This is an optimization exercise on Yosys and OpenROAD, whose aim is small area and a short achievable clock period, not a production implementation. Only simulation tests tie the RTL to the original design; equivalence was not proved. Power and IR drop assume default switching activity.

--- flow/design.v ---
`timescale 1ns / 1ps
module core(
    input clk, rst_ni,
    input [31:0] instr,
    input [31:0] data_in,
    output [31:0] out_FU_me,
    output mw_o,
    output [31:0] pc_o, write_data_M
    );
    integer i;
    reg [31:0] pc_q, instr_id, pc_id;
    wire stall;
    wire pcsel;
    reg [31:0] target_ex;
    wire [31:0] pc_inc = pc_q + 32'd1;
    wire [31:0] pc_hold = stall ? pc_q : pc_inc;
    always @(posedge clk) begin
        pc_q <= {32{rst_ni}} & (pcsel ? target_ex : pc_hold);
        if (~stall) instr_id <= instr;
    end
    always @(posedge clk) if (~stall) pc_id <= pc_q;
    assign pc_o = pc_q;
    reg rst_d;
    always @(posedge clk) rst_d <= ~rst_ni;
    wire [6:0] opc = instr_id[6:0] & {7{~rst_d}};
    wire [2:0] f3  = instr_id[14:12];
    wire [4:0] rs1 = instr_id[19:15];
    wire [4:0] rs2 = instr_id[24:20];
    wire [4:0] rd  = instr_id[11:7];
    wire o_lui   = opc == 7'b0110111;
    wire o_auipc = opc == 7'b0010111;
    wire o_jal   = opc == 7'b1101111;
    wire o_jalr  = opc == 7'b1100111;
    wire o_br    = opc == 7'b1100011;
    wire o_ld    = opc == 7'b0000011;
    wire o_st    = opc == 7'b0100011;
    wire o_opi   = opc == 7'b0010011;
    wire o_op    = opc == 7'b0110011;
    wire o_alu   = o_opi | o_op;
    wire d_mb  = o_lui | o_auipc | o_ld | o_st | o_opi;
    wire d_md  = o_lui | o_ld;
    wire d_we  = o_lui | o_auipc | o_jal | o_jalr | o_ld | o_opi | o_op;
    wire d_pcw = o_lui | o_jal | o_jalr;
    wire d_pcs = o_lui | o_auipc;
    wire d_s2  = (o_alu & instr_id[30]) | o_br;
    wire [2:0] d_f3 = o_alu ? f3 : 3'b000;
    reg [31:0] imm;
    always @(*) begin
        imm = 0;
        if (o_lui | o_auipc) imm = {instr_id[31:12], 12'b0};
        if (o_jal)  imm = {{12{instr_id[31]}}, instr_id[19:12], instr_id[20], instr_id[30:21], 1'b0};
        if (o_jalr | o_ld | o_opi) imm = {20'b0, instr_id[31:20]};
        if (o_br)   imm = {19'b0, instr_id[31], instr_id[7], instr_id[30:25], instr_id[11:8], 1'b0};
        if (o_st)   imm = {20'b0, instr_id[31:25], instr_id[11:7]};
    end
    reg [31:0] A_op, B_fwd, link_ex;
    reg [2:0] f3_ex, bf3_ex;
    reg s2_ex, mb_ex, bc_ex, jb_ex, we_ex, md_ex, pcw_ex, mw_ex;
    reg [4:0] rd_ex;
    reg [31:0] B_op;     
    reg [31:0] fu_me, wd_me, link_me, wb;
    reg mw_me, we_me, md_me, pcw_me, we_wb;
    reg [4:0] rd_me, rd_wb;
    assign out_FU_me = fu_me;
    assign write_data_M = wd_me;
    assign mw_o = mw_me;
    assign stall = md_ex & ((rd_ex == rs1) | (rd_ex == rs2));
    wire [31:0] wbval = pcw_me ? link_me : (md_me ? data_in : fu_me);
    wire fA_m = we_ex & (rd_ex == rs1) & (|rs1);
    wire fA_w = we_me & (rd_me == rs1) & (|rs1);
    wire fB_m = we_ex & (rd_ex == rs2) & (|rs2);
    wire fB_w = we_me & (rd_me == rs2) & (|rs2);
    wire [31:0] fu;
    ex_alu u_alu(.A_op(A_op), .B(B_op), .s2_ex(s2_ex),
                 .f3_ex(f3_ex), .fu(fu));
    ex_br u_br(.A_op(A_op), .B_fwd(B_fwd), .bf3_ex(bf3_ex), .bc_ex(bc_ex), .jb_ex(jb_ex),
               .pcsel(pcsel));
    reg [31:0] rf [1:31];
    reg [31:1] valid;
    wire [31:0] oh1 = 32'd1 << rs1;
    wire [31:0] oh2 = 32'd1 << rs2;
    wire [31:0] ohw = 32'd1 << rd_wb;
    wire [31:1] sel1 = valid & oh1[31:1];
    wire [31:1] sel2 = valid & oh2[31:1];
    wire sA_pc = d_pcs;
    wire sA_fu = ~d_pcs & fA_m;
    wire sA_wb = ~d_pcs & ~fA_m & fA_w;
    wire sA_rf = ~(d_pcs | fA_m | fA_w);
    wire sB_fu = fB_m;
    wire sB_wb = ~fB_m & fB_w;
    wire sB_rf = ~(fB_m | fB_w);
    wire [31:0] rdA, rdB;
    wire [31:1] wsel = {31{we_wb}} & ohw[31:1];
    wire [31:1] wseln = ~wsel;
    wire [31:0] a_next, b_next;
    wire [31:0] rf_nxt [1:31];
    genvar gr, gb;
    generate for (gb = 0; gb < 32; gb = gb + 1) begin : g_bit
        wire [31:1] q;
        for (gr = 1; gr < 32; gr = gr + 1) begin : g_reg
            assign q[gr] = rf[gr][gb];
            rf_ao22 u_hold(.a1(wsel[gr]), .a2(wb[gb]), .b1(wseln[gr]), .b2(rf[gr][gb]), .y(rf_nxt[gr][gb]));
        end
        rf_rd31 u_ra(.s(sel1), .q(q), .y(rdA[gb]));
        rf_rd31 u_rb(.s(sel2), .q(q), .y(rdB[gb]));
    end endgenerate
    assign a_next = ({32{sA_pc}} & pc_q) | ({32{sA_fu}} & fu) | ({32{sA_wb}} & wbval)
                  | ({32{sA_rf}} & rdA);
    assign b_next = ({32{sB_fu}} & fu) | ({32{sB_wb}} & wbval) | ({32{sB_rf}} & rdB);
    always @(posedge clk)
        for (i = 1; i < 32; i = i + 1) rf[i] <= rf_nxt[i];
    always @(posedge clk or negedge rst_ni) begin
        if (~rst_ni) valid <= 0;
        else valid <= valid | wsel;
    end
    always @(posedge clk) begin
        if (~rst_ni) begin
            f3_ex <= 0; s2_ex <= 0; mb_ex <= 0;
            bc_ex <= 0; jb_ex <= 0; we_ex <= 0; md_ex <= 0; pcw_ex <= 0; mw_ex <= 0;
        end else begin
            f3_ex <= d_f3; s2_ex <= d_s2; mb_ex <= d_mb;
            bc_ex <= o_br; jb_ex <= o_jal | o_jalr; we_ex <= d_we; md_ex <= d_md;
            pcw_ex <= d_pcw; mw_ex <= o_st;
        end
    end
    always @(posedge clk) begin
        A_op <= a_next;
        B_fwd <= b_next;
        B_op <= d_mb ? imm : b_next;
        link_ex <= pc_inc;
        target_ex <= pc_id + (imm >> 2);
        bf3_ex <= f3;
        rd_ex <= rd;
    end
    always @(posedge clk) begin
        if (~rst_ni) begin
            fu_me <= 0; wd_me <= 0; mw_me <= 0; we_me <= 0; we_wb <= 0;
        end else begin
            fu_me <= rst_d ? 32'd0 : fu;
            wd_me <= rst_d ? 32'd0 : B_fwd;
            mw_me <= mw_ex; we_me <= we_ex; we_wb <= we_me;
        end
    end
    always @(posedge clk) begin
        md_me <= md_ex; pcw_me <= pcw_ex; rd_me <= rd_ex; link_me <= (pcw_ex & md_ex) ? imm : link_ex;
        wb <= wbval; rd_wb <= rd_me;
    end
endmodule
module rf_aoi222(input a1, a2, b1, b2, c1, c2, output y);
    assign y = ~((a1 & a2) | (b1 & b2) | (c1 & c2));
endmodule
module rf_nand2(input a, b, output y);
    assign y = ~(a & b);
endmodule
module rf_ao22(input a1, a2, b1, b2, output y);
    assign y = (a1 & a2) | (b1 & b2);
endmodule
module rf_rd31(input [31:1] s, input [31:1] q, output y);
    wire [10:0] g;
    genvar k;
    generate for (k = 0; k < 10; k = k + 1) begin : g3
        rf_aoi222 u(.a1(s[3*k+1]), .a2(q[3*k+1]), .b1(s[3*k+2]), .b2(q[3*k+2]),
                    .c1(s[3*k+3]), .c2(q[3*k+3]), .y(g[k]));
    end endgenerate
    rf_nand2 u10(.a(s[31]), .b(q[31]), .y(g[10]));
    assign y = ~&g;
endmodule
module ex_alu(input [31:0] A_op, B, input s2_ex, input [2:0] f3_ex,
              output [31:0] fu);
    integer i;
    wire [31:0] Bx = B ^ {32{s2_ex}};
    wire [33:0] sum34 = {1'b0, A_op, 1'b1} + {1'b0, Bx, s2_ex};
    wire [31:0] sum = sum34[32:1];
    wire c28 = sum[28] ^ A_op[28] ^ Bx[28];
    wire sgn_d = A_op[31] ^ B[31];
    wire slt  = sgn_d ? A_op[31] : sum[31];
    wire sltu0 = sgn_d ? ~A_op[31] : ~c28;
    wire [31:0] S = A_op ^ B;
    wire [31:0] C = A_op & B;
    wire fill = f3_ex[2] & s2_ex & A_op[31];
    reg [31:0] a_rev, r_rev;
    always @(*) for (i = 0; i < 32; i = i + 1) a_rev[i] = A_op[31-i];
    wire [31:0] sh_in = f3_ex[2] ? A_op : a_rev;
    wire [32:0] sh_t = $signed({fill, sh_in}) >>> B[4:0];
    wire [31:0] sh_r = (|B[31:5]) ? {32{fill}} : sh_t[31:0];
    always @(*) for (i = 0; i < 32; i = i + 1) r_rev[i] = sh_r[31-i];
    wire s_add = f3_ex == 3'b000;
    wire s_sll = f3_ex == 3'b001;
    wire s_slt = f3_ex == 3'b010;
    wire s_sltu = f3_ex == 3'b011;
    wire s_xor = f3_ex == 3'b100;
    wire s_srl = f3_ex == 3'b101;
    wire s_or  = f3_ex == 3'b110;
    wire s_and = f3_ex == 3'b111;
    wire [31:0] lo = {31'b0, (s_slt & slt) | (s_sltu & sltu0)};
    wire [31:0] hi = {{31{s_sltu & sgn_d}}, 1'b0};
    assign fu = ({32{s_add}} & sum) | ({32{s_xor | s_or}} & S) | ({32{s_and | s_or}} & C)
              | ({32{s_sll}} & r_rev) | ({32{s_srl}} & sh_r) | lo | hi;
endmodule
module ex_br(input [31:0] A_op, B_fwd, input [2:0] bf3_ex, input bc_ex, jb_ex, output pcsel);
    wire br_eq = A_op == B_fwd;
    wire br_lt28 = A_op[27:0] < B_fwd[27:0];
    wire br_hi_eq = A_op[30:28] == B_fwd[30:28];
    wire br_hi_lt = A_op[30:28] < B_fwd[30:28];
    wire br_ltu31 = br_hi_lt | (br_hi_eq & br_lt28);
    wire br_lts = (A_op[31] ^ B_fwd[31]) ? A_op[31] : br_ltu31;
    reg cond;
    always @(*) begin
        case (bf3_ex)
            3'b000: cond = br_eq;
            3'b001: cond = ~br_eq;
            3'b100: cond = br_lts;
            3'b101: cond = ~br_lts;
            3'b110: cond = br_lt28;
            3'b111: cond = ~br_lt28;
            default: cond = 1'b0;
        endcase
    end
    assign pcsel = jb_ex | (bc_ex & cond);
endmodule
--- flow/flow/run.sh ---
#!/bin/bash
# The standard layout, with two changes:
#  - the ports are buffered with plain buffers instead of delay cells;
#  - clock tree synthesis clusters up to 20 flip-flops per leaf buffer and
#    inserts no dummy loads.
export BUFFER_PORTS_ARGS="-buffer_cell sky130_fd_sc_hd__buf_2"
export CTS_ARGS="-sink_clustering_enable -repair_clock_nets -dont_use_dummy_load -sink_clustering_size 20 -sink_clustering_max_diameter 80"
bash standard.sh > standard.log 2>&1
--- flow/standard.sh ---
#!/bin/bash
# synth_recipe.tcl (not shown) runs the flow's synth.tcl, then flattens the netlist and writes it again
# the make line also repeats each setting of config.mk as NAME=value (left out here)
make -C /OpenROAD-flow-scripts/flow DESIGN_CONFIG=/design/flow/config.mk WORK_HOME=/design/flow/orfs CLKGATE_MAP_FILE= SYNTH_SCRIPT=/design/flow/synth_recipe.tcl "${@:-finish}"
--- flow/config.mk ---
export PLATFORM = sky130hd
export DESIGN_NAME = core
export DESIGN_NICKNAME = core
export VERILOG_FILES = /design/flow/design.v
export SDC_FILE = /design/flow/constraint.sdc
export NUM_CORES = 4
export LEC_CHECK = 0
export CAP_MARGIN = 20
export CORE_MARGIN = 2
export CORE_UTILIZATION = 35
export PLACE_DENSITY = 0.55
export SLEW_MARGIN = 20
export SYNTH_HIERARCHICAL = 1
--- flow/constraint.sdc ---
create_clock -name core_clock -period 22.0 [get_ports {clk}]
set_input_delay 4.4000 -clock core_clock [delete_from_list [all_inputs] [get_ports {clk}]]
set_output_delay 4.4000 -clock core_clock [all_outputs]
set_load 0.01 [all_outputs]
==> run notes, run 1 <==
- P_leak: 0.0267 uW
- CTS H-Tree Depth: 3
- Ys async rst share: 0.0215
- Max Freq: 0.155 GHz
- Clock sinks: 1,441
- Share of cells above drive strength 1: 0.101
- Worst-path clk slew: ~80 ps
- Synth cell types: 107
- # nets final: ~6,100
- Cts repair resizes: 0
- DRT Pass-1 Iters: 14
- Worst-Margin Slew: 1280 ps
- Sequential fraction of the synthesis area: 0.481
- 1st-iter DRT viols: 11,400
- Switching share of power: 0.224
- PwrDens: 64.0 nW/um^2
- Total number of vias: 57,600
- Post-Syn Area: 61,700 um^2
- Final Hold Viols: 0
- Finished Layout Cells: 8,196
- Crit start category: input port
- Row count: 154
- PortBufs: 162
- CTS Buffer Depth: 3
- Slowest stage delay, CP: 640 ps
- Die area: 180,000 um^2
- Part of the power in registers: 0.606
- Setup violators final: 0
- Core footprint: 176,000 um^2
- First-pass GRT wire length: 408,000 um
- Post-CTS Hold Buffers: 0
- Comb power frac: 0.015
- Register-to-register setup slack: approximately 17,000 ps
- RePlAce Congestion: 1.05
- Max-slew violation count: 0
- Post-route DRC: 0
- Count of yosys warnings during synthesis: 11
- Crit path max fanout: 55
- Post-route ant nets: 0
- Final period utilization: 0.293
- Post-synth EDFFs: 64
- Sw Pwr: 980 uW
- Placed Cells: 8,097
- Internal power: 3390 uW
- Vias per cell: 7.03
- Final Util: 0.389
- Synth Register Bits: 1,441
- Hold endpoint: pcw_me
- Overall Global Routing Usage: 0.310
- Main synth FF type: dfxtp_1
- Min-Delay Path Class: flip-flop to flip-flop
- Final TNS setup: 0 ps
- Final WL: 294,000 um
- CP max-delay cell: inv_1
- Max FFs per register: 992
- Die span in y: 424 um
- Final min period: 6440 ps
- Critical Path AT: between 7000 and 8000 ps
- Clk Latency, worst-skew pair: 760 ps
- Die Width: about 420 um
- Worst r2r src: s2_ex
- Status: finished clean
- CP endpoint kind: flip-flop
- Setup bufs post-CTS: 0
- Largest net degree at the start of global routing: 67
- CTS tree: done
- Mapped Nets: 5,796
- Peak VDD IR: approximately 0.059 mV
- Most common cell after layout, fill and taps aside: dfxtp_1
- Cell family with most CP delay: buffers and inverters
- Worst path most repeated cell: buf_4
- CP required: 22,680 ps
- WP buf/inv: 4
- Worst r2r path cells: 12
- Clock power frac: 0.379
- Post-DP HPWL: 187,000 um
- Number of global-route vias before repair: 53,400
- Commonest non-fill, non-tap cells in the layout: dfxtp_1 (1,340), a22o_1 (1,034), a222oi_1 (663)
- Most flop-heavy register: rf
- Area Growth Syn to Fin: 10.8%
- I/O pins: between 150 and 200
- Hold-critical path depth: 0
- Synth Instances: 5,595
- Mapped Avg Cell Area: 11.0 um^2
- Max-cap violations: 0
- Layout Skew: 122 ps
- Slew headroom: 0.136
- Unrepaired setup endpoints after global routing: false
- Root buffer cell: clkbuf_16
- HP Start: pcw_ex
- Total gr overflow: 0
- R2r endpoint: A_op[20]
- Number of CTS-inserted buffers: 92
- Crit path kind: input port to flip-flop
- Initial core utilization: 0.351
- Cell breakdown of the critical path: buf_2, buf_4, inv_1, nor2_4, buf_4, and3_1, and2_1
- Avg WL per Cell: about 36 um
- Initial antenna violation count: 10
logic make-up (layout without fill, tap and decap cells):
logic type	after synthesis	in the layout	share of synthesized area
simple gates	1083	1083	0.0939
compound gates	2348	2348	0.324
flops	1441	1441	0.481
fa+ha+maj	135	135	0.0275
buf+inv	279	534	0.0193
xor+xnor	163	163	0.0232
other cells	0	6	0
mux	146	146	0.0317
power by group through the flow:
stage / Combinational (uW) / Clock, uW / Sequential [uW]
final: 65.0 / 1660 / 2650
after global placement: 62.1 / 0 / 2710
after floorplan: 34.5 / 0 / 2700
after CTS: 62.9 / 1670 / 2650
after global routing: 67.2 / 1750 / 2650
after detailed placement: 62.5 / 0 / 2710
modules after synthesis (local to each module, per instance):
module     flops+latches  copies in the design  cells  area, um^2
ex_alu                 0                     1    774        5970
rf_nand2               0                    64      1        3.75
ex_br                  0                     1    123         866
rf_ao22                0                   992      1        8.76
rf_rd31                0                    64      4        23.8
core                1441                     1   2746       38000
rf_aoi222              0                   640      1        10.0
worst register-to-register path, delay by kind of cell, from the launching register on:
kind,cells,cell delay [ps]
AOI/OAI and AO/OA,7,2960
xor gates and xnor gates,2,500
adders and majority gates,1,290
buffers and inverters,1,520
DFF,1,330
and+or+nand+nor,1,250
metrics by stage:
| stage | total power, uW | area, um^2 | setup WS, ps | hold slack (ps) |
|---|---|---|---|---|
| 4_1_cts | 4380 | 68300 | 15520 | 350 |
| 3_5_place_dp | 2770 | 66000 | 14750 | 335 |
| 2_1_floorplan | 2740 | 61700 | 16680 | 331 |
| 3_3_place_gp | 2770 | 66000 | 14810 | 336 |
| 6_report | 4370 | 68400 | 15560 | 349 |
| 5_1_grt | 4470 | 68300 | 15350 | 356 |
worst max-delay path by stage:
| stage | startpoint | endpoint | slack [ps] | depth (start not counted) |
|---|---|---|---|---|
| 2_1_floorplan | data_in[11] | B_op[11] | 16680 | 4 |
| 3_3_place_gp | rst_ni | f3_ex[2] | 14810 | 7 |
| 3_5_place_dp | rst_ni | f3_ex[2] | 14750 | 7 |
| 4_1_cts | rst_ni | f3_ex[2] | 15520 | 7 |
| 5_1_grt | rst_ni | f3_ex[2] | 15350 | 7 |
| 6_report | rst_ni | f3_ex[2] | 15560 | 7 |
synthesized netlist by cell type (12+ instances only):
master	instances	area, um^2
ha_1	134	1680
mux2i_1	66	661
inv_1	112	420
a21oi_1	173	866
a221o_1	61	611
xnor2_1	87	762
o21ai_0	172	861
nand3_1	99	495
nor2_1	126	473
dfrtp_1	31	776
and3_1	89	557
nor2b_1	15	93.8
a31oi_1	20	125
or3_1	76	475
dfxtp_1	1346	26900
a222oi_1	663	6640
nor3b_1	12	90.1
nand2_1	276	1040
xor2_1	76	666
mux4_2	27	608
o211ai_1	23	173
buf_2	38	190
a21o_1	27	203
clkbuf_1	98	368
and2_1	105	657
a22o_1	1034	9060
nor3_1	25	125
edfxtp_1	64	1920
nand4_1	154	963
a221oi_1	18	158
o221ai_1	12	105
a211oi_1	32	240
mux2_2	47	529
nand2b_1	40	250
area by class of cell:
class                           instances  area, um^2
Sequential cell                      1441       29700
Tap cell                             2340        2930
Multi-Input combinational cell       3875       31000
Inverter                              115         432
Timing Repair Buffer                  327        2060
Fill cell                           17000      107000
Antenna cell                            6        15.0
Clock buffer                           92        2300
metal layers:
| metal | GRT usage | wire, um |
|---|---|---|
| met1 | 0.396 | 110000 |
| met2 | 0.464 | 125000 |
| met3 | 0.0808 | 36800 |
| met4 | 0.198 | 22200 |
| met5 | 0 | 227 |
==> run 2, diff against run 1 <==
==> flow/run.sh (new file) <==
#!/bin/bash
# synth_recipe.tcl (not shown) runs the flow's synth.tcl, then flattens the netlist and writes it again
# the make line also repeats each setting of config.mk as NAME=value (left out here)
make -C /OpenROAD-flow-scripts/flow DESIGN_CONFIG=/design/flow/config.mk WORK_HOME=/design/flow/orfs CLKGATE_MAP_FILE= SYNTH_SCRIPT=/design/flow/synth_recipe.tcl finish
--- a/flow/config.mk
+++ b/flow/config.mk
@@ -9,4 +9,6 @@
 export CORE_MARGIN = 2
 export CORE_UTILIZATION = 35
+export CTS_CLUSTER_DIAMETER = 80
+export CTS_CLUSTER_SIZE = 20
 export PLACE_DENSITY = 0.55
 export SLEW_MARGIN = 20
removed: flow/flow/run.sh
removed: flow/standard.sh
==> run 2 against run 1 <==
  * Clock skew is 76 ps lower
  * Largest cell class unchanged
  * Register-to-register slack worse by 370 ps
  * Sequential cell count unchanged
  * Die area stayed put
  * Synthesized cell count unchanged
  * Highest routed layer unchanged
  * Sequential power about the same
  * Via count is 0.94% higher
  * Still clean
  * Area after synthesis unchanged
  * Global-route usage increased by 0.92 points
  * Hold slack barely moved
==> run notes, run 2 <==
- Count of yosys warnings during synthesis: 11 (unchanged)
- Max Freq: 0.152 GHz (was 0.155 GHz)
- Max-cap violations: 0 (unchanged)
- Ys async rst share: 0.0215 (unchanged)
- Final WL: 302,000 um (was 294,000 um)
- Number of CTS-inserted buffers: 88 (was 92)
- CP max-delay cell: dfxtp_1 (was inv_1)
- Crit start category: flip-flop (was input port)
- Critical Path AT: 2180 ps (was 7130 ps)
- Slew headroom: 0.170 (was 0.136)
- Die Width: 424 um (unchanged)
- Post-DP HPWL: 194,000 um (was 187,000 um)
- Row count: 154 (unchanged)
- PwrDens: 64.8 nW/um^2 (was 64.0 nW/um^2)
- Part of the power in registers: 0.587 (was 0.606)
- Max-slew violation count: 0 (unchanged)
- Crit path kind: flip-flop to output pin (was input port to flip-flop)
- Area Growth Syn to Fin: 13.0% (was 10.8%)
- Sequential fraction of the synthesis area: 0.481 (unchanged)
- Synth Instances: 5,595 (unchanged)
- Comb power frac: 0.016 (was 0.015)
- Root buffer cell: clkbuf_16 (unchanged)
- Area fraction of the dominant cell type after synthesis: 0.437 (unchanged)
- CP required: 17,600 ps (was 22,680 ps)
- Cell taking the most area after synthesis: dfxtp_1 (unchanged)
- Largest net degree at the start of global routing: 71 (was 67)
- Post-route ant nets: 0 (unchanged)
- Commonest non-fill, non-tap cells in the layout: dfxtp_1 (1,340), a22o_1 (1,034), a222oi_1 (663) (unchanged)
- Total gr overflow: 0 (unchanged)
- WP buf/inv: 1 (was 4)
- Synth top cells by count: dfxtp_1 (1,346), a22o_1 (1,034), a222oi_1 (663), nand2_1 (276), a21oi_1 (173) (unchanged)
- Final period utilization: 0.299 (was 0.293)
- Setup bufs post-CTS: 0 (unchanged)
- Layout Skew: 45.7 ps (was 122 ps)
- Avg WL per Cell: 36.6 um (was 35.9 um)
- Max FFs per register: 992 (unchanged)
- Post-route DRC: 0 (unchanged)
- Post-Syn Area: 61,700 um^2 (unchanged)
- Synth Register Bits: 1,441 (unchanged)
- Final min period: 6580 ps (was 6440 ps)
- PortBufs: 162 (unchanged)
- Setup violators final: 0 (unchanged)
- Peak VDD IR: 0.0655 mV (was 0.0593 mV)
- Unrepaired setup endpoints after global routing: false (unchanged)
- Clk Latency, worst-skew pair: 770 ps (was 760 ps)
- Worst-path clk slew: 80 ps (about the same)
- # nets final: 6,058 (was 6,053)
- Power, Total: 4520 uW (was 4370 uW)
- Clock power frac: 0.397 (was 0.379)
- Synth cell types: 107 (unchanged)
- Final Hold Viols: 0 (unchanged)
- Core footprint: 176,000 um^2 (unchanged)
- Crit path max fanout: 7 (was 55)
- Min-Delay Path Class: flip-flop to flip-flop (unchanged)
- Cell family with most CP delay: flip-flops (was buffers and inverters)
- P_leak: 0.0267 uW (about the same)
- Internal power: 3480 uW (was 3390 uW)
- Cts repair resizes: 0 (unchanged)
- Post-synth EDFFs: 64 (unchanged)
- Initial core utilization: 0.351 (unchanged)
- Post-CTS Hold Buffers: 0 (unchanged)
- Synth top area cells: dfxtp_1 (44%), a22o_1 (15%), a222oi_1 (11%) (unchanged)
- Slowest stage delay, CP: 760 ps (was 640 ps)
- CTS Buffer Depth: 3 (unchanged)
- Switching share of power: 0.229 (was 0.224)
- I/O pins: 163 (unchanged)
- Worst-Margin Slew: 1240 ps (was 1280 ps)
- Count leader, synth: dfxtp_1 (unchanged)
- CP endpoint kind: output pin (was flip-flop)
- Sw Pwr: 1040 uW (was 980 uW)
- Die area: 180,000 um^2 (unchanged)
- RePlAce Congestion: 1.02 (was 1.05)
- Overall Global Routing Usage: 0.319 (was 0.310)
- Die span in y: 424 um (unchanged)
- 1st-iter DRT viols: 12,000 (was 11,400)
- Mapped Nets: 5,796 (unchanged)
- Share of cells above drive strength 1: 0.0788 (was 0.101)
- Vias per cell: 7.04 (was 7.03)
- Initial antenna violation count: 27 (was 10)
- Most flop-heavy register: rf (unchanged)
- Final TNS setup: 0 ps (unchanged)
- Most common cell after layout, fill and taps aside: dfxtp_1 (unchanged)
- Clock sinks: 1,441 (unchanged)
- Number of global-route vias before repair: 54,400 (was 53,400)
- Status: finished clean (unchanged)
- Mapped Avg Cell Area: 11.0 um^2 (unchanged)
- Cell breakdown of the critical path: clkdlybuf4s50_1 (was buf_2, buf_4, inv_1, nor2_4, buf_4, and3_1, and2_1)
- DRT Pass-1 Iters: 14 (unchanged)
- Main synth FF type: dfxtp_1 (unchanged)
- CTS tree: done (unchanged)
- Total number of vias: 58,100 (was 57,600)
- First-pass GRT wire length: 419,000 um (was 408,000 um)
- CTS H-Tree Depth: 3 (unchanged)
==> run 2: cell counts after synthesis <==
Identical to the previous run, type by type.
==> run 2: power groups by stage <==
stage               logic (uW)  clock network, uW  registers [uW]
floorplan                 34.5                  0            2700
global placement          70.5                  0            2710
detailed placement        70.8                  0            2710
CTS                       71.3               1810            2650
global route              76.4               1900            2650
finish                    73.2               1790            2650
==> run 2: kinds of logic (layout without fill, tap and decap cells) <==
| kind of cell | count (synthesis) | after routing | synth area share |
|---|---|---|---|
| other | 0 | 13 | 0 |
| buffers and inverters | 279 | 586 | 0.0193 |
| XOR/XNOR | 163 | 163 | 0.0232 |
| adder cells (fa/ha/maj) | 135 | 135 | 0.0275 |
| multiplexers | 146 | 146 | 0.0317 |
| flip-flops | 1441 | 1441 | 0.481 |
| AO/OA/AOI/OAI | 2348 | 2348 | 0.324 |
| AND/OR/NAND/NOR | 1083 | 1083 | 0.0939 |
==> run 2: area by class of cell <==
class	count	area [um^2]
clock inverter	25	322
clock buffer	110	2400
antenna	13	32.5
timing repair buffer	336	2940
multi-input combinational	3875	31000
fill	16900	106000
inverter	115	432
tap	2340	2930
sequential	1441	29700
==> run 2: metrics by stage <==
step	setup WS, ps	hold slack, ps	instance area (um^2)	util	instances
global route	15220	348	69600	0.397	8243
finish	15420	349	69700	0.397	8255
global placement	14700	337	66900	0.381	8106
detailed placement	14610	335	66900	0.381	8106
CTS	15400	346	69600	0.397	8241
floorplan	16680	331	61700	-	5595
==> run 2: path summary, 6_finish.rpt <==
check	startpoint	endpoint	slack, ps	cells after the start
setup / recovery	pc_q[18]	pc_o[18]	15420	1
hold / removal	pcw_ex	pcw_me	350	0
setup reg to reg	B_fwd[15]	pc_q[11]	16730	13
hold reg to reg	pcw_ex	pcw_me	350	0
max in group asynchronous	rst_ni	valid[10]	17550	2
min in group asynchronous	rst_ni	valid[6]	3870	2
==> run 2: per-layer routing <==
layer,track usage,part of all wire
met5,0,0.00040
met1,0.399,0.37
met3,0.0914,0.12
met4,0.214,0.075
met2,0.477,0.43
==> run 2: modules after synthesis, one instance, submodules excluded <==
module / flops+latches / times used
core: 1441 / 1
rf_ao22: 0 / 992
ex_alu: 0 / 1
rf_aoi222: 0 / 640
ex_br: 0 / 1
rf_nand2: 0 / 64
rf_rd31: 0 / 64
==> run 3, diff against run 2 <==
--- a/flow/design.v
+++ b/flow/design.v
@@ -15,6 +15,8 @@
     wire [31:0] pc_inc = pc_q + 32'd1;
     wire [31:0] pc_hold = stall ? pc_q : pc_inc;
-    always @(posedge clk) begin
-        pc_q <= {32{rst_ni}} & (pcsel ? target_ex : pc_hold);
+    wire [31:0] pc_d;
+    clr32 u_clr_pc(.d(pcsel ? target_ex : pc_hold), .en(rst_ni), .q(pc_d));
+    always @(posedge clk) begin
+        pc_q <= pc_d;
         if (~stall) instr_id <= instr;
     end
@@ -45,4 +47,7 @@
     wire d_s2  = (o_alu & instr_id[30]) | o_br;
     wire [2:0] d_f3 = o_alu ? f3 : 3'b000;
+    wire [31:0] imm_t = instr_id[3] ? {{12{instr_id[31]}}, instr_id[19:12], instr_id[20], instr_id[30:21], 1'b0}
+                      : instr_id[2] ? {20'b0, instr_id[31:20]}
+                      : {19'b0, instr_id[31], instr_id[7], instr_id[30:25], instr_id[11:8], 1'b0};
     reg [31:0] imm;
     always @(*) begin
@@ -114,14 +119,9 @@
         else valid <= valid | wsel;
     end
-    always @(posedge clk) begin
-        if (~rst_ni) begin
-            f3_ex <= 0; s2_ex <= 0; mb_ex <= 0;
-            bc_ex <= 0; jb_ex <= 0; we_ex <= 0; md_ex <= 0; pcw_ex <= 0; mw_ex <= 0;
-        end else begin
-            f3_ex <= d_f3; s2_ex <= d_s2; mb_ex <= d_mb;
-            bc_ex <= o_br; jb_ex <= o_jal | o_jalr; we_ex <= d_we; md_ex <= d_md;
-            pcw_ex <= d_pcw; mw_ex <= o_st;
-        end
-    end
+    wire [10:0] ctl_d;
+    clr11 u_clr_ctl(.d({d_f3, d_s2, d_mb, o_br, o_jal | o_jalr, d_we, d_md, d_pcw, o_st}),
+                    .en(rst_ni), .q(ctl_d));
+    always @(posedge clk)
+        {f3_ex, s2_ex, mb_ex, bc_ex, jb_ex, we_ex, md_ex, pcw_ex, mw_ex} <= ctl_d;
     always @(posedge clk) begin
         A_op <= a_next;
@@ -129,16 +129,16 @@
         B_op <= d_mb ? imm : b_next;
         link_ex <= pc_inc;
-        target_ex <= pc_id + (imm >> 2);
+        target_ex <= pc_id + (imm_t >> 2);
         bf3_ex <= f3;
         rd_ex <= rd;
     end
-    always @(posedge clk) begin
-        if (~rst_ni) begin
-            fu_me <= 0; wd_me <= 0; mw_me <= 0; we_me <= 0; we_wb <= 0;
-        end else begin
-            fu_me <= rst_d ? 32'd0 : fu;
-            wd_me <= rst_d ? 32'd0 : B_fwd;
-            mw_me <= mw_ex; we_me <= we_ex; we_wb <= we_me;
-        end
+    wire [31:0] fu_d, wd_d;
+    wire [2:0] mctl_d;
+    clr32 u_clr_fu(.d(fu & {32{~rst_d}}), .en(rst_ni), .q(fu_d));
+    clr32 u_clr_wd(.d(B_fwd & {32{~rst_d}}), .en(rst_ni), .q(wd_d));
+    clr3 u_clr_mctl(.d({mw_ex, we_ex, we_me}), .en(rst_ni), .q(mctl_d));
+    always @(posedge clk) begin
+        fu_me <= fu_d; wd_me <= wd_d;
+        {mw_me, we_me, we_wb} <= mctl_d;
     end
     always @(posedge clk) begin
@@ -219,2 +219,11 @@
     assign pcsel = jb_ex | (bc_ex & cond);
 endmodule
+module clr32(input [31:0] d, input en, output [31:0] q);
+    assign q = d & {32{en}};
+endmodule
+module clr11(input [10:0] d, input en, output [10:0] q);
+    assign q = d & {11{en}};
+endmodule
+module clr3(input [2:0] d, input en, output [2:0] q);
+    assign q = d & {3{en}};
+endmodule
==> flow/flow/run.sh (new file) <==
#!/bin/bash
# The standard layout, with two changes:
#  - the ports are buffered with plain buffers instead of delay cells;
#  - clock tree synthesis clusters up to 20 flip-flops per leaf buffer and
#    inserts no dummy loads.
export BUFFER_PORTS_ARGS="-buffer_cell sky130_fd_sc_hd__buf_2"
export CTS_ARGS="-sink_clustering_enable -repair_clock_nets -dont_use_dummy_load -sink_clustering_size 20 -sink_clustering_max_diameter 80"
bash standard.sh > standard.log 2>&1
==> flow/standard.sh (new file) <==
#!/bin/bash
# synth_recipe.tcl (not shown) runs the flow's synth.tcl, then flattens the netlist and writes it again
# the make line also repeats each setting of config.mk as NAME=value (left out here)
make -C /OpenROAD-flow-scripts/flow DESIGN_CONFIG=/design/flow/config.mk WORK_HOME=/design/flow/orfs CLKGATE_MAP_FILE= SYNTH_SCRIPT=/design/flow/synth_recipe.tcl "${@:-finish}"
--- a/flow/config.mk
+++ b/flow/config.mk
@@ -9,6 +9,4 @@
 export CORE_MARGIN = 2
 export CORE_UTILIZATION = 35
-export CTS_CLUSTER_DIAMETER = 80
-export CTS_CLUSTER_SIZE = 20
 export PLACE_DENSITY = 0.55
 export SLEW_MARGIN = 20
removed: flow/run.sh
==> run 3 against run 2 <==
  * Still clean on timing, DRC and antenna
  * Clock power down 5%
  * Final cell count is 1.8% higher
  * Sequential power hardly changed
  * First-iteration DRC count down 2.6%
  * Sequential cell count stayed put
  * Hold slack better by 14 ps
  * Total power fell by 1.4%
==> run notes, run 3 <==
- Peak VDD IR: 0.0537 mV (was 0.0655 mV)
- Final Util: 0.390 (was 0.397)
- PortBufs: 162 (unchanged)
- Initial core utilization: 0.351 (about the same)
- Root buffer cell: clkbuf_16 (unchanged)
- Final WL: 312,000 um (was 302,000 um)
- Setup violators final: 0 (unchanged)
- # nets final: 6,221 (was 6,058)
- Core footprint: 178,000 um^2 (was 176,000 um^2)
- Worst-path clk slew: 80 ps (about the same)
- Min-Delay Path Class: flip-flop to flip-flop (unchanged)
- Initial antenna violation count: 40 (was 27)
- Worst r2r path cells: 12 (was 13)
- Post-route DRC: 0 (unchanged)
- HP Start: pcw_ex (unchanged)
- CP max-delay cell: dfxtp_1 (unchanged)
- CTS H-Tree Depth: 3 (unchanged)
- Most common cell after layout, fill and taps aside: dfxtp_1 (unchanged)
- Crit start category: flip-flop (unchanged)
- Die span in y: 426 um (was 424 um)
- Register-to-register setup slack: 16,890 ps (was 16,730 ps)
- Final period utilization: 0.275 (was 0.299)
- Slowest stage delay, CP: 660 ps (was 760 ps)
- Total gr overflow: 0 (unchanged)
- Crit path kind: flip-flop to output pin (unchanged)
- P_leak: 0.0271 uW (was 0.0267 uW)
- CTS tree: done (unchanged)
- Unrepaired setup endpoints after global routing: false (unchanged)
- Count of yosys warnings during synthesis: 11 (unchanged)
- Total number of vias: 58,900 (was 58,100)
- Hold endpoint: pcw_me (unchanged)
- Overall Global Routing Usage: 0.328 (was 0.319)
- Die area: 182,000 um^2 (was 180,000 um^2)
- Area Growth Syn to Fin: 11.1% (was 13.0%)
- First-pass GRT wire length: 430,000 um (was 419,000 um)
- Max-cap violations: 0 (unchanged)
- Setup bufs post-CTS: 0 (unchanged)
- Post-route ant nets: 0 (unchanged)
- Finished Layout Cells: 8,405 (was 8,255)
- Commonest non-fill, non-tap cells in the layout: dfxtp_1 (1,331), a22o_1 (1,013), a222oi_1 (659) (was dfxtp_1 (1,340), a22o_1 (1,034), a222oi_1 (663))
- Largest net degree at the start of global routing: 87 (was 71)
- RePlAce Congestion: 0.975 (was 1.02)
- 1st-iter DRT viols: 11,700 (was 12,000)
- Mapped Avg Cell Area: 10.9 um^2 (was 11.0 um^2)
- R2r endpoint: B_op[0] (was pc_q[11])
- CP required: 17,600 ps (about the same)
- Number of CTS-inserted buffers: 96 (was 88)
- Max FFs per register: 992 (unchanged)
- Worst r2r src: s2_ex (was B_fwd[15])
- PwrDens: 64.2 nW/um^2 (was 64.8 nW/um^2)
- Post-CTS Hold Buffers: 0 (unchanged)
- Cell family with most CP delay: flip-flops (unchanged)
- Post-Syn Area: 62,400 um^2 (was 61,700 um^2)
- I/O pins: 163 (unchanged)
- Die Width: 426 um (was 424 um)
- Avg WL per Cell: 37.1 um (was 36.6 um)
- Worst-Margin Slew: 1240 ps (about the same)
- Status: finished clean (unchanged)
- Slew headroom: 0.173 (was 0.170)
- Cts repair resizes: 0 (unchanged)
- Vias per cell: 7.01 (was 7.04)
- Synth Instances: 5,754 (was 5,595)
- Number of global-route vias before repair: 54,700 (was 54,400)
- Critical Path AT: 1650 ps (was 2180 ps)
- Max-slew violation count: 0 (unchanged)
- Cell breakdown of the critical path: buf_2 (was clkdlybuf4s50_1)
- Clk Latency, worst-skew pair: 780 ps (was 770 ps)
- Placed Cells: 8,277 (was 8,106)
- WP buf/inv: 1 (unchanged)
- CTS Buffer Depth: 3 (unchanged)
- Final TNS setup: 0 ps (unchanged)
- Share of cells above drive strength 1: 0.111 (was 0.0788)
- Crit path max fanout: 9 (was 7)
- CP endpoint kind: output pin (unchanged)
- DRT Pass-1 Iters: 14 (unchanged)
- Layout Skew: 86.5 ps (was 45.7 ps)
- Hold-critical path depth: 0 (unchanged)
- Max Freq: 0.165 GHz (was 0.152 GHz)
- Final Hold Viols: 0 (unchanged)
- Final min period: 6050 ps (was 6580 ps)
- Clock sinks: 1,441 (unchanged)
- Most flop-heavy register: rf (unchanged)
- Row count: 155 (was 154)
- Mapped Nets: 5,954 (was 5,796)
- Post-DP HPWL: 198,000 um (was 194,000 um)
==> run 3: layout make-up <==
cell class,instances,area (um^2)
diodes,31,77.6
clock buffers,96,2400
fillers,17400,108000
inverters,118,444
multi-input cells,4021,31600
flip-flops and latches,1441,29700
well taps,2355,2950
repair buffers,343,2210
==> run 3: per-stage QoR <==
stage / hold slack, ps / instance area [um^2] / setup WS [ps] / power [uW]
global placement: 351 / 66800 / 15830 / 2810
CTS: 362 / 69300 / 15930 / 4470
detailed placement: 352 / 66900 / 15810 / 2810
floorplan: 331 / 62400 / 16640 / 2760
global route: 365 / 69300 / 15910 / 4560
finish: 364 / 69400 / 15950 / 4450
==> run 3: how the worst max path moves through the flow <==
stage | startpoint | end | slack [ps] | cells past startpoint
floorplan | data_in[23] | B_op[23] | 16640 | 6
global placement | rst_ni | pc_q[20] | 15830 | 3
detailed placement | rst_ni | pc_q[17] | 15810 | 3
CTS | pc_q[8] | pc_o[8] | 15930 | 1
global route | pc_q[5] | pc_o[5] | 15910 | 1
finish | pc_q[8] | pc_o[8] | 15950 | 1
==> run 3: power by group <==
group	switching (uW)	internal, uW
Clock	932	769
Combinational	66.0	27.5
Sequential	19.9	2640
==> run 3: per-layer routing <==
metal | GRT usage | vias up | part of all wire
met3 | 0.0969 | 982 | 0.13
met5 | 0.00132 | - | 0.00051
met4 | 0.228 | 24 | 0.085
li1 | - | 24400 | -
met1 | 0.409 | 29100 | 0.37
met2 | 0.485 | 4371 | 0.42
==> run 4, diff against run 3 <==
--- a/flow/design.v
+++ b/flow/design.v
@@ -10,4 +10,5 @@
     integer i;
     reg [31:0] pc_q, instr_id, pc_id;
+    reg [31:0] pc_out;   
     wire stall;
     wire pcsel;
@@ -15,12 +16,15 @@
     wire [31:0] pc_inc = pc_q + 32'd1;
     wire [31:0] pc_hold = stall ? pc_q : pc_inc;
-    wire [31:0] pc_d;
-    clr32 u_clr_pc(.d(pcsel ? target_ex : pc_hold), .en(rst_ni), .q(pc_d));
+    wire [31:0] pc_nxt = pcsel ? target_ex : pc_hold;
+    wire [31:0] pc_d, pc_out_d;
+    clr32 u_clr_pc(.d(pc_nxt), .en(rst_ni), .q(pc_d));
+    clr32 u_clr_pco(.d(pc_nxt), .en(rst_ni), .q(pc_out_d));
     always @(posedge clk) begin
         pc_q <= pc_d;
+        pc_out <= pc_out_d;
         if (~stall) instr_id <= instr;
     end
     always @(posedge clk) if (~stall) pc_id <= pc_q;
-    assign pc_o = pc_q;
+    assign pc_o = pc_out;
     reg rst_d;
     always @(posedge clk) rst_d <= ~rst_ni;
==> run 4 against run 3 <==
  * Clock skew increased by 34 ps
  * Sequential power increased by 2%
  * Die area grew 1.5%
  * Critical path depth unchanged
  * Final cell count increased by 1.1%
  * Clock power is 2% higher
  * Via count is 0.95% higher
  * Global-route usage shrank 0.28 points
  * Register-to-register slack improved by 220 ps
  * Critical path type unchanged
  * Largest cell class unchanged
==> run notes, run 4 <==
- Status: finished clean (unchanged)
- HP Start: pcw_ex (unchanged)
- Post-route DRC: 0 (unchanged)
- Cell breakdown of the critical path: buf_2 (unchanged)
- Unrepaired setup endpoints after global routing: false (unchanged)
- Share of cells above drive strength 1: 0.121 (was 0.111)
- Peak VDD IR: 0.0546 mV (was 0.0537 mV)
- Most flop-heavy register: rf (unchanged)
- Critical Path AT: 1310 ps (was 1650 ps)
- Max Freq: 0.175 GHz (was 0.165 GHz)
- P_leak: 0.0276 uW (was 0.0271 uW)
- Mapped Avg Cell Area: 10.9 um^2 (about the same)
- Count of yosys warnings during synthesis: 11 (unchanged)
- Commonest non-fill, non-tap cells in the layout: dfxtp_1 (1,371), a22o_1 (1,012), a222oi_1 (659) (was dfxtp_1 (1,331), a22o_1 (1,013), a222oi_1 (659))
- Initial core utilization: 0.351 (about the same)
- Post-DP HPWL: 199,000 um (was 198,000 um)
- Footprint of the multi-input gates: 31,900 um^2 (was 31,600 um^2)
- Total number of vias: 59,500 (was 58,900)
- PwrDens: 64.6 nW/um^2 (was 64.2 nW/um^2)
- Total gr overflow: 0 (unchanged)
- Setup violators final: 0 (unchanged)
- Area Growth Syn to Fin: 11.2% (was 11.1%)
- Final period utilization: 0.259 (was 0.275)
- First-pass GRT wire length: 435,000 um (was 430,000 um)
- CP endpoint kind: output pin (unchanged)
- Slew headroom: 0.173 (about the same)
- Number of CTS-inserted buffers: 98 (was 96)
- Final setup margin: 16,290 ps (was 15,950 ps)
- Max FFs per register: 992 (unchanged)
- Max-cap violations: 0 (unchanged)
- Clock sinks: 1,473 (was 1,441)
- Hold-critical path depth: 0 (unchanged)
- Crit path max fanout: 2 (was 9)
- Post-CTS Hold Buffers: 0 (unchanged)
- I/O pins: 163 (unchanged)
- R2r endpoint: B_op[20] (was B_op[0])
- DRT Pass-1 Iters: 13 (was 14)
- Crit path kind: flip-flop to output pin (unchanged)
- 1st-iter DRT viols: 11,900 (was 11,700)
- RePlAce Congestion: 1.04 (was 0.975)
- Most common cell after layout, fill and taps aside: dfxtp_1 (unchanged)
- Mapped Nets: 6,019 (was 5,954)
- Worst-Margin Slew: 1230 ps (was 1240 ps)
- Die Width: 430 um (was 426 um)
- Layout Skew: 120 ps (was 86.5 ps)
- Final TNS setup: 0 ps (unchanged)
- Core footprint: 180,000 um^2 (was 178,000 um^2)
- # nets final: 6,303 (was 6,221)
- Final min period: 5710 ps (was 6050 ps)
- CP required: 17,600 ps (about the same)
- Crit start category: flip-flop (unchanged)
- CTS tree: done (unchanged)
- Number of global-route vias before repair: 55,900 (was 54,700)
- Min-Delay Path Class: flip-flop to flip-flop (unchanged)
- Avg WL per Cell: 37.1 um (about the same)
- Post-Syn Area: 63,400 um^2 (was 62,400 um^2)
- Synth Instances: 5,819 (was 5,754)
- Worst r2r path cells: 12 (unchanged)
- Clk Latency, worst-skew pair: 800 ps (was 780 ps)
- Register-to-register setup slack: 17,110 ps (was 16,890 ps)
- Max-slew violation count: 0 (unchanged)
- CP max-delay cell: dfxtp_1 (unchanged)
- Die area: 185,000 um^2 (was 182,000 um^2)
- Root buffer cell: clkbuf_16 (unchanged)
- Power, Total: 4550 uW (was 4450 uW)
- Worst-path clk slew: 80 ps (about the same)
- Overall Global Routing Usage: 0.325 (was 0.328)
- Fillers: 17,600 (was 17,400)
- Largest net degree at the start of global routing: 106 (was 87)
- Final WL: 315,000 um (was 312,000 um)
- Final Hold Viols: 0 (unchanged)
- CTS Buffer Depth: 3 (unchanged)
- Dpl ws: 15,680 ps (was 15,810 ps)
- Setup bufs post-CTS: 0 (unchanged)
- Cts repair resizes: 0 (unchanged)
- PortBufs: 162 (unchanged)
- Post-route ant nets: 0 (unchanged)
- Vias per cell: 7.00 (was 7.01)
- Worst r2r src: s2_ex (unchanged)
- Row count: 156 (was 155)
- Cell family with most CP delay: flip-flops (unchanged)
- Register Area: 30,300 um^2 (was 29,700 um^2)
- Hold endpoint: pcw_me (unchanged)
- Slowest stage delay, CP: 370 ps (was 660 ps)
- Initial antenna violation count: 37 (was 40)
- Die span in y: 430 um (was 426 um)
- WP buf/inv: 1 (unchanged)
- CTS H-Tree Depth: 3 (unchanged)
[run 4: how the worst max path moves through the flow]
stage / cells past startpoint / slack, ps / from / endpoint
floorplan: 6 / 16640 / data_in[23] / B_op[23]
global placement: 3 / 15680 / rst_ni / pc_out[12]
detailed placement: 3 / 15680 / rst_ni / pc_out[15]
CTS: 1 / 16270 / fu_me[11] / out_FU_me[11]
global route: 1 / 16270 / fu_me[18] / out_FU_me[18]
finish: 1 / 16290 / fu_me[11] / out_FU_me[11]
[run 4: metrics by stage]
stage / hold WS (ps) / utilization / cell area [um^2] / instances
2_1_floorplan: 331 / - / 63400 / 5819
3_3_place_gp: 353 / 0.377 / 67900 / 8372
3_5_place_dp: 349 / 0.377 / 67900 / 8372
4_1_cts: 361 / 0.390 / 70400 / 8470
5_1_grt: 376 / 0.391 / 70500 / 8490
6_report: 361 / 0.391 / 70500 / 8497
[run 4: area by class of cell]
cell class	count	share of cell area
Tap cell	2370	0.0421
Timing Repair Buffer	360	0.0330
Sequential cell	1473	0.430
Multi-Input combinational cell	4047	0.453
Clock buffer	98	0.0348
Antenna cell	26	0.000923
Inverter	123	0.00657
[run 4: layer usage]
layer	GRT usage	vias up	share of wire
met5	0	-	0.00045
met4	0.213	22	0.076
met3	0.105	1069	0.13
met2	0.490	4563	0.43
met1	0.397	29100	0.37
li1	-	24700	-
[run 4: where the power goes]
group | leakage (uW) | switching [uW] | internal, uW
sequential | 0.0123 | 18.0 | 2700
combinational | 0.0141 | 69.2 | 29.0
clock | 0.00121 | 957 | 785
total | 0.0276 | 1040 | 3510
==> run 5, diff against run 4 <==
==> flow/flow/run.sh (replaced) <==
#!/bin/bash
# The standard layout, with two changes:
#  - the ports are buffered with plain buffers instead of delay cells;
#  - clock tree synthesis clusters up to 28 flip-flops per leaf buffer and
#    inserts no dummy loads.
export BUFFER_PORTS_ARGS="-buffer_cell sky130_fd_sc_hd__buf_2"
export CTS_ARGS="-sink_clustering_enable -repair_clock_nets -dont_use_dummy_load -sink_clustering_size 28 -sink_clustering_max_diameter 100"
bash standard.sh > standard.log 2>&1
==> run 5 against run 4 <==
  * Final cell count down 0.38%
  * Synthesized cell count unchanged
  * Sequential power hardly changed
  * Sequential cell count is the same
  * Critical endpoint is now pc_o[17]
  * Largest cell class unchanged
  * Highest routed layer unchanged
==> run notes, run 5 <==
- Status: finished clean (unchanged)
- Slew headroom: 0.200 (was 0.173)
- Crit path kind: flip-flop to output pin (unchanged)
- R2r endpoint: B_op[20] (unchanged)
- Post-route ant nets: 0 (unchanged)
- Cts repair resizes: 0 (unchanged)
- Slowest stage delay, CP: 380 ps (was 370 ps)
- Sw Pwr: 992 uW (was 1040 uW)
- # nets final: 6,272 (was 6,303)
- Row count: 156 (unchanged)
- CTS tree: done (unchanged)
- Die span in y: 430 um (unchanged)
- Internal power: 3290 uW (was 3510 uW)
- Final min period: 5660 ps (was 5710 ps)
- Clock sinks: 1,473 (unchanged)
- Final setup margin: 16,340 ps (was 16,290 ps)
- Synth Instances: 5,819 (unchanged)
- Number of global-route vias before repair: 55,500 (was 55,900)
- Final period utilization: 0.257 (was 0.259)
- Worst setup path start: pc_out[17] (was fu_me[11])
- RePlAce Congestion: 1.04 (unchanged)
- CP required: 17,600 ps (about the same)
- Mapped Avg Cell Area: 10.9 um^2 (unchanged)
- DRT Pass-1 Iters: 14 (was 13)
- CP endpoint kind: output pin (unchanged)
- Peak VDD IR: 0.0434 mV (was 0.0546 mV)
- Worst r2r src: s2_ex (unchanged)
- Final TNS setup: 0 ps (unchanged)
- Comb power frac: 0.023 (was 0.022)
- Worst-path clk slew: 110 ps (was 80 ps)
- Crit path max fanout: 1 (was 2)
- Worst-Margin Slew: 1190 ps (was 1230 ps)
- Final WL: 314,000 um (was 315,000 um)
- PwrDens: 61.4 nW/um^2 (was 64.6 nW/um^2)
- Unrepaired setup endpoints after global routing: false (unchanged)
- Part of the power in registers: 0.635 (was 0.596)
- Setup bufs post-CTS: 0 (unchanged)
- CTS Buffer Depth: 3 (unchanged)
- Register-to-register setup slack: 17,030 ps (was 17,110 ps)
- Switching share of power: 0.232 (was 0.229)
- I/O pins: 163 (unchanged)
- Avg WL per Cell: 37.2 um (was 37.1 um)
- Max FFs per register: 992 (unchanged)
- Post-Syn Area: 63,400 um^2 (unchanged)
- Clock power frac: 0.342 (was 0.382)
- Vias per cell: 7.02 (was 7.00)
- Fillers: 17,700 (was 17,600)
- Initial core utilization: 0.351 (unchanged)
- Number of CTS-inserted buffers: 68 (was 98)
- Mapped Nets: 6,019 (unchanged)
- Max-slew violation count: 0 (unchanged)
- Worst r2r path cells: 12 (unchanged)
- Root buffer cell: clkbuf_16 (unchanged)
- Worst path depth: 1 (unchanged)
- Overall Global Routing Usage: 0.324 (was 0.325)
- Die area: 185,000 um^2 (unchanged)
- Layout Skew: 73.5 ps (was 120 ps)
- Core footprint: 180,000 um^2 (unchanged)
- Hold-critical path depth: 0 (unchanged)
- Max Freq: 0.177 GHz (was 0.175 GHz)
- Cell breakdown of the critical path: buf_2 (unchanged)
- PortBufs: 162 (unchanged)
- 1st-iter DRT viols: 11,900 (about the same)
- Post-CTS Hold Buffers: 0 (unchanged)
- First-pass GRT wire length: 434,000 um (was 435,000 um)
- Clk Latency, worst-skew pair: 750 ps (was 800 ps)
- Commonest non-fill, non-tap cells in the layout: dfxtp_1 (1,371), a22o_1 (1,012), a222oi_1 (659) (unchanged)
- CTS H-Tree Depth: 3 (unchanged)
- Largest net degree at the start of global routing: 106 (unchanged)
- WP buf/inv: 1 (unchanged)
- Initial antenna violation count: 38 (was 37)
- Cell family with most CP delay: flip-flops (unchanged)
- Max-cap violations: 0 (unchanged)
- Count of yosys warnings during synthesis: 11 (unchanged)
- Dpl ws: 15,680 ps (unchanged)
- Die Width: 430 um (unchanged)
- Crit path to: pc_o[17] (was out_FU_me[11])
- Most common cell after layout, fill and taps aside: dfxtp_1 (unchanged)
- P_leak: 0.0272 uW (was 0.0276 uW)
- Most flop-heavy register: rf (unchanged)
- Total number of vias: 59,400 (was 59,500)
- Total gr overflow: 0 (unchanged)
- Critical Path AT: 1260 ps (was 1310 ps)
- Post-DP HPWL: 199,000 um (unchanged)
- Final Hold Viols: 0 (unchanged)
- Area Growth Syn to Fin: 9.96% (was 11.2%)
- Post-route DRC: 0 (unchanged)
- Min-Delay Path Class: flip-flop to flip-flop (unchanged)
- Setup violators final: 0 (unchanged)
- Crit start category: flip-flop (unchanged)
- CP max-delay cell: dfxtp_1 (unchanged)
- Share of cells above drive strength 1: 0.116 (was 0.121)
## run 5: cell type report
class,count,area (um^2),share of cell area
diodes,25,62.6,0.000898
flip-flops and latches,1473,30300,0.435
inverters,123,463,0.00664
repair buffers,359,2300,0.0329
clock buffers,68,1700,0.0244
multi-input cells,4047,31900,0.458
well taps,2370,2970,0.0425
## run 5: power groups by stage
| stage | registers (uW) | clock network (uW) | logic (uW) |
|---|---|---|---|
| after global placement | 2780 | 0 | 94.9 |
| final | 2720 | 1460 | 98.4 |
| after CTS | 2720 | 1470 | 95.7 |
| after floorplan | 2770 | 0 | 51.2 |
| after global routing | 2720 | 1550 | 103 |
| after detailed placement | 2780 | 0 | 95.0 |
## run 5: worst min path at each step
stage | start | slack (ps) | to
final | pcw_ex | 370 | pcw_me
after global placement | pcw_ex | 350 | pcw_me
after global routing | pcw_ex | 380 | pcw_me
after CTS | pcw_ex | 370 | pcw_me
after floorplan | pcw_ex | 330 | pcw_me
after detailed placement | pcw_ex | 350 | pcw_me
## run 5: metal layers
layer	share of wire	vias to the layer above	track usage	wire, um
met5	0.00048	-	0.00729	150
met4	0.074	22	0.210	23100
met3	0.13	980	0.0984	39700
met2	0.43	4589	0.489	135000
li1	-	24600	-	-
met1	0.37	29200	0.399	116000
## run 5: worst register-to-register path, cell delays in order (launching register included)
cell and delay (ps):
dfxtp_2 320, buf_4 560, xor2_1 240, ha_1 360, a21o_1 220, a31o_2 260
o21ai_0 530, nand2_1 300, a211oi_1 660, xor2_1 170, o221ai_1 810, a222oi_1 290
o21ai_0 200
## run 5: metrics by stage
step | total power (uW) | area [um^2] | cells | utilization | hold WS, ps
2_1_floorplan | 2820 | 63400 | 5819 | - | 331
3_3_place_gp | 2870 | 67900 | 8372 | 0.377 | 353
3_5_place_dp | 2870 | 67900 | 8372 | 0.377 | 349
4_1_cts | 4280 | 69600 | 8440 | 0.386 | 366
5_1_grt | 4370 | 69700 | 8455 | 0.386 | 382
6_report | 4280 | 69700 | 8465 | 0.386 | 367
==> run 6, diff against run 5 <==
--- a/flow/config.mk
+++ b/flow/config.mk
@@ -9,5 +9,5 @@
 export CORE_MARGIN = 2
 export CORE_UTILIZATION = 35
-export PLACE_DENSITY = 0.55
+export PLACE_DENSITY = 0.65
 export SLEW_MARGIN = 20
 export SYNTH_HIERARCHICAL = 1
==> run 6 against run 5 <==
  * Clock-buffer cell count did not move
  * Sequential power barely moved
  * Design area fell by 0.34%
  * Synthesized cell count did not move
  * Final cell count fell by 0.41%
==> run notes, run 6 <==
- Crit start category: flip-flop (unchanged)
- Initial core utilization: 0.351 (unchanged)
- Setup violators final: 0 (unchanged)
- Crit path kind: flip-flop to output pin (unchanged)
- Slowest stage delay, CP: 400 ps (was 380 ps)
- Largest net degree at the start of global routing: 109 (was 106)
- Finished Layout Cells: 8,430 (was 8,465)
- Status: finished clean (unchanged)
- Switching share of power: 0.228 (was 0.232)
- Clk Latency, worst-skew pair: 750 ps (about the same)
- Critical Path AT: 1310 ps (was 1260 ps)
- Part of the power in registers: 0.639 (was 0.635)
- Avg WL per Cell: 36.1 um (was 37.2 um)
- # nets final: 6,249 (was 6,272)
- Fillers: 17,600 (was 17,700)
- Mapped Avg Cell Area: 10.9 um^2 (unchanged)
- Placed Cells: 8,349 (was 8,372)
- Final Util: 0.385 (was 0.386)
- Final WL: 304,000 um (was 314,000 um)
- Cts repair resizes: 0 (unchanged)
- Clock sinks: 1,473 (unchanged)
- Synth Instances: 5,819 (unchanged)
- Overall Global Routing Usage: 0.313 (was 0.324)
- Clock power frac: 0.339 (was 0.342)
- Final period utilization: 0.260 (was 0.257)
- Hold-critical path depth: 0 (unchanged)
- Final Hold Viols: 0 (unchanged)
- Commonest non-fill, non-tap cells in the layout: dfxtp_1 (1,360), a22o_1 (1,012), a222oi_1 (659) (was dfxtp_1 (1,371), a22o_1 (1,012), a222oi_1 (659))
- Cell family with most CP delay: flip-flops (unchanged)
- DRT Pass-1 Iters: 13 (was 14)
- Core footprint: 180,000 um^2 (unchanged)
- Worst path depth: 1 (unchanged)
- Max-slew violation count: 0 (unchanged)
- Setup bufs post-CTS: 0 (unchanged)
- CTS H-Tree Depth: 3 (unchanged)
- Post-route DRC: 0 (unchanged)
- PortBufs: 162 (unchanged)
- WP buf/inv: 1 (unchanged)
- Vias per cell: 7.11 (was 7.02)
- Root buffer cell: clkbuf_16 (unchanged)
- Worst r2r path cells: 12 (unchanged)
- Crit path max fanout: 1 (unchanged)
- Sw Pwr: 969 uW (was 992 uW)
- Total gr overflow: 0 (unchanged)
- Peak VDD IR: 0.0536 mV (was 0.0434 mV)
- Final TNS setup: 0 ps (unchanged)
- Internal power: 3280 uW (was 3290 uW)
- CTS tree: done (unchanged)
- Die area: 185,000 um^2 (unchanged)
- Mapped Nets: 6,019 (unchanged)
- P_leak: 0.0270 uW (was 0.0272 uW)
- Min-Delay Path Class: flip-flop to flip-flop (unchanged)
- Layout Skew: 116 ps (was 73.5 ps)
- Max FFs per register: 992 (unchanged)
- CTS Buffer Depth: 3 (unchanged)
- Final min period: 5710 ps (was 5660 ps)
- Area Growth Syn to Fin: 9.58% (was 9.96%)
- Post-CTS Hold Buffers: 0 (unchanged)
- I/O pins: 163 (unchanged)
- Initial antenna violation count: 45 (was 38)
- Worst-Margin Slew: 1190 ps (about the same)
- PwrDens: 61.2 nW/um^2 (was 61.4 nW/um^2)
- Max Freq: 0.175 GHz (was 0.177 GHz)
- Die Width: 430 um (unchanged)
- Number of CTS-inserted buffers: 68 (unchanged)
- 1st-iter DRT viols: 13,400 (was 11,900)
- Worst-path clk slew: 110 ps (about the same)
- First-pass GRT wire length: 425,000 um (was 434,000 um)
- Cell breakdown of the critical path: buf_2 (unchanged)
- Count of yosys warnings during synthesis: 11 (unchanged)
- Most flop-heavy register: rf (unchanged)
- Die span in y: 430 um (unchanged)
- Most common cell after layout, fill and taps aside: dfxtp_1 (unchanged)
- Post-route ant nets: 0 (unchanged)
- CP endpoint kind: output pin (unchanged)
- Max-cap violations: 0 (unchanged)
- CP required: 17,600 ps (about the same)
- Unrepaired setup endpoints after global routing: false (unchanged)
- Row count: 156 (unchanged)
- Slew headroom: 0.199 (was 0.200)
- Number of global-route vias before repair: 56,400 (was 55,500)
- RePlAce Congestion: 1.05 (was 1.04)
- Comb power frac: 0.022 (was 0.023)
- Total number of vias: 60,000 (was 59,400)
- Post-Syn Area: 63,400 um^2 (unchanged)
- Share of cells above drive strength 1: 0.112 (was 0.116)
- CP max-delay cell: dfxtp_1 (unchanged)
- Post-DP HPWL: 197,000 um (was 199,000 um)
-- run 6: stage by stage --
stage	total power (uW)	setup slack, ps	hold WS, ps	instance area, um^2
detailed placement	2870	15690	353	67700
global placement	2870	15740	351	67700
floorplan	2820	16640	331	63400
finish	4250	16290	361	69500
CTS	4250	16290	357	69400
global route	4350	16270	367	69400
-- run 6: final timing paths --
| kind | start | slack, ps | end |
|---|---|---|---|
| worst max-delay path | pc_out[16] | 16290 | pc_o[16] |
| worst min-delay path | rd_ex[4] | 360 | rd_me[4] |
| worst max register to register | B_op[1] | 17000 | B_op[20] |
| worst min register to register | rd_ex[4] | 360 | rd_me[4] |
| max in group asynchronous | rst_ni | 17110 | valid[18] |
| min in group asynchronous | rst_ni | 4320 | valid[16] |
-- run 6: layer usage --
metal	vias to the layer above	routed length (um)	global-route usage
li1	24500	-	-
met1	29300	107000	0.374
met2	4900	128000	0.470
met3	1180	43400	0.115
met4	38	25400	0.210
met5	-	312	0.00208
-- run 6: power by group through the flow --
stage	registers (uW)	clock network (uW)	logic [uW]
floorplan	2770	0	51.2
global placement	2780	0	87.9
detailed placement	2780	0	88.5
CTS	2720	1450	88.9
global route	2720	1530	96.4
finish	2720	1440	91.5
-- run 6: cell type report --
class | count | area, um^2 | area share
inverters | 123 | 463 | 0.00667
diodes | 13 | 32.5 | 0.000468
clock buffers | 68 | 1700 | 0.0245
repair buffers | 336 | 2120 | 0.0306
flip-flops and latches | 1473 | 30300 | 0.436
multi-input cells | 4047 | 31900 | 0.459
well taps | 2370 | 2970 | 0.0427
==> run 7, diff against run 6 <==
--- a/flow/config.mk
+++ b/flow/config.mk
@@ -8,6 +8,6 @@
 export CAP_MARGIN = 20
 export CORE_MARGIN = 2
-export CORE_UTILIZATION = 35
-export PLACE_DENSITY = 0.65
+export CORE_UTILIZATION = 40
+export PLACE_DENSITY = 0.6
 export SLEW_MARGIN = 20
 export SYNTH_HIERARCHICAL = 1
==> run 7 against run 6 <==
  * Still clean on timing, DRC and antenna
  * Register-to-register slack better by 290 ps
  * Total power is 2.4% lower
  * Combinational power shrank 2.6%
  * Hold slack better by 28 ps
  * Final cell count fell by 3.8%
  * Sequential cell count stayed put
  * Die area down 12%
  * Critical path type unchanged
  * Critical endpoint is now out_FU_me[11]
==> run notes, run 7 <==
- Total number of vias: 58,500 (was 60,000)
- First-pass GRT wire length: 399,000 um (was 425,000 um)
- Comb power frac: 0.021 (was 0.022)
- Core footprint: 158,000 um^2 (was 180,000 um^2)
- CTS H-Tree Depth: 2 (was 3)
- Internal power: 3210 uW (was 3280 uW)
- Top Usage Layer GRT: met2 (unchanged)
- Area Growth Syn to Fin: 8.58% (was 9.58%)
- Placed instance area: 67,300 um^2 (was 67,700 um^2)
- Max Freq: 0.173 GHz (was 0.175 GHz)
- Slowest stage delay, CP: 500 ps (was 400 ps)
- Max-cap violations: 0 (unchanged)
- Commonest non-fill, non-tap cells in the layout: dfxtp_1 (1,347), a22o_1 (1,012), a222oi_1 (659) (was dfxtp_1 (1,360), a22o_1 (1,012), a222oi_1 (659))
- Root buffer cell: clkbuf_16 (unchanged)
- Crit path kind: flip-flop to output pin (unchanged)
- CP max-delay cell: dfxtp_1 (unchanged)
- Unrepaired setup endpoints after global routing: false (unchanged)
- PortBufs: 162 (unchanged)
- Row count: 146 (was 156)
- Most flop-heavy register: rf (unchanged)
- Fillers: 15,000 (was 17,600)
- Setup bufs post-CTS: 0 (unchanged)
- PwrDens: 60.3 nW/um^2 (was 61.2 nW/um^2)
- Max-slew violation count: 0 (unchanged)
- Footprint of the multi-input gates: 31,900 um^2 (about the same)
- # nets final: 6,233 (was 6,249)
- P_leak: 0.0269 uW (was 0.0270 uW)
- Part of the power in registers: 0.655 (was 0.639)
- Number of CTS-inserted buffers: 59 (was 68)
- Largest net degree at the start of global routing: 102 (was 109)
- Peak VDD IR: 0.0730 mV (was 0.0536 mV)
- Vias per cell: 7.21 (was 7.11)
- Final setup margin: 16,220 ps (was 16,290 ps)
- Cell family with most CP delay: flip-flops (unchanged)
- Final WL: 287,000 um (was 304,000 um)
- Met2 usage in global routing: 0.492 (was 0.470)
- Layout Skew: 147 ps (was 116 ps)
- 1st-iter DRT viols: 11,500 (was 13,400)
- Clock power frac: 0.323 (was 0.339)
- Synth Instances: 5,819 (unchanged)
- Cts repair resizes: 0 (unchanged)
- Critical Path AT: 1380 ps (was 1310 ps)
- Worst-Margin Slew: 1200 ps (was 1190 ps)
- Clock sinks: 1,473 (unchanged)
- Layout Cell Area excl Fill: 68,800 um^2 (was 69,500 um^2)
- Count of yosys warnings during synthesis: 11 (unchanged)
- Post-route DRC: 0 (unchanged)
- Register Area: 30,300 um^2 (about the same)
- WP buf/inv: 1 (unchanged)
- Number of global-route vias before repair: 53,700 (was 56,400)
- Post-route ant nets: 0 (unchanged)
- Post-DP HPWL: 181,000 um (was 197,000 um)
- Final Hold Viols: 0 (unchanged)
- Dpl ws: 15,720 ps (was 15,690 ps)
- RePlAce Congestion: 1.01 (was 1.05)
- I/O pins: 163 (unchanged)
- Switching share of power: 0.228 (about the same)
- Setup violators final: 0 (unchanged)
- Overall Global Routing Usage: 0.335 (was 0.313)
- Cell breakdown of the critical path: buf_2 (unchanged)
- Die span in y: 402 um (was 430 um)
- Status: finished clean (unchanged)
- Final TNS setup: 0 ps (unchanged)
- Crit start category: flip-flop (unchanged)
- Max FFs per register: 992 (unchanged)
- CTS Buffer Depth: 3 (unchanged)
- CP required: 17,600 ps (about the same)
- Post-CTS Hold Buffers: 0 (unchanged)
- Mapped Avg Cell Area: 10.9 um^2 (unchanged)
- Final min period: 5780 ps (was 5710 ps)
- Sw Pwr: 946 uW (was 969 uW)
[run 7: changes by cell type in the layout (fill, tap and decap cells not counted), sizes merged]
cell / before / now
inv: 119 / 122
diode: 13 / 8
buf: 336 / 329
clkinv: 4 / 1
clkbuf: 68 / 59
[run 7: path summary, 6_finish.rpt]
check,startpoint,to,slack [ps],cells after the start
min in group asynchronous,rst_ni,valid[28],4590,2
worst min-delay path,pcw_ex,pcw_me,390,0
max in group asynchronous,rst_ni,valid[8],16800,2
worst min register to register,pcw_ex,pcw_me,390,0
worst max-delay path,fu_me[11],out_FU_me[11],16220,1
worst max register to register,s2_ex,B_op[0],17290,13
[run 7: layout make-up]
class,instances,area share
Multi-Input combinational cell,4047,0.463
Tap cell,2072,0.0377
Antenna cell,8,0.000291
Sequential cell,1473,0.441
Clock buffer,59,0.0215
Timing Repair Buffer,329,0.0300
Inverter,123,0.00673
[run 7: worst register-to-register path, delay by kind of cell, from the launching register on]
family          cells  cell delay (ps)
xor+xnor            1              220
fa+ha+maj           1              360
flops               1              330
mux                 1              130
buf+inv             1              540
compound gates      9             2980
[run 7: metrics by stage]
stage	total power (uW)	utilization	std cells
final	4150	0.436	8111
after global routing	4240	0.436	8103
after CTS	4160	0.436	8103
after detailed placement	2870	0.427	8044
after global placement	2870	0.426	8044
after floorplan	2820	-	5819
[run 7: metal layers]
layer / up-vias / share of wire / wire, um
li1: 24500 / - / -
met1: 28700 / 0.37 / 106000
met2: 4496 / 0.42 / 120000
met3: 777 / 0.14 / 39700
met4: 12 / 0.074 / 21100
met5: - / 0.00033 / 95
[run 7: power groups by stage]
| stage | Sequential [uW] | Clock, uW | Combinational (uW) |
|---|---|---|---|
| 6_report | 2720 | 1340 | 89.1 |
| 5_1_grt | 2720 | 1430 | 93.5 |
| 4_1_cts | 2720 | 1350 | 87.3 |
| 3_5_place_dp | 2780 | 0 | 86.7 |
| 3_3_place_gp | 2780 | 0 | 86.5 |
| 2_1_floorplan | 2770 | 0 | 51.2 |

Re-timed with assumed drivers on the ports (clkbuf_16 on the clock, buf_2 on other inputs), run 7 has 16.137 ns of setup slack against 16.218 ns with ideal ports, and 15.665 ns once port delays also move by the mid clock arrival of 0.792 ns.
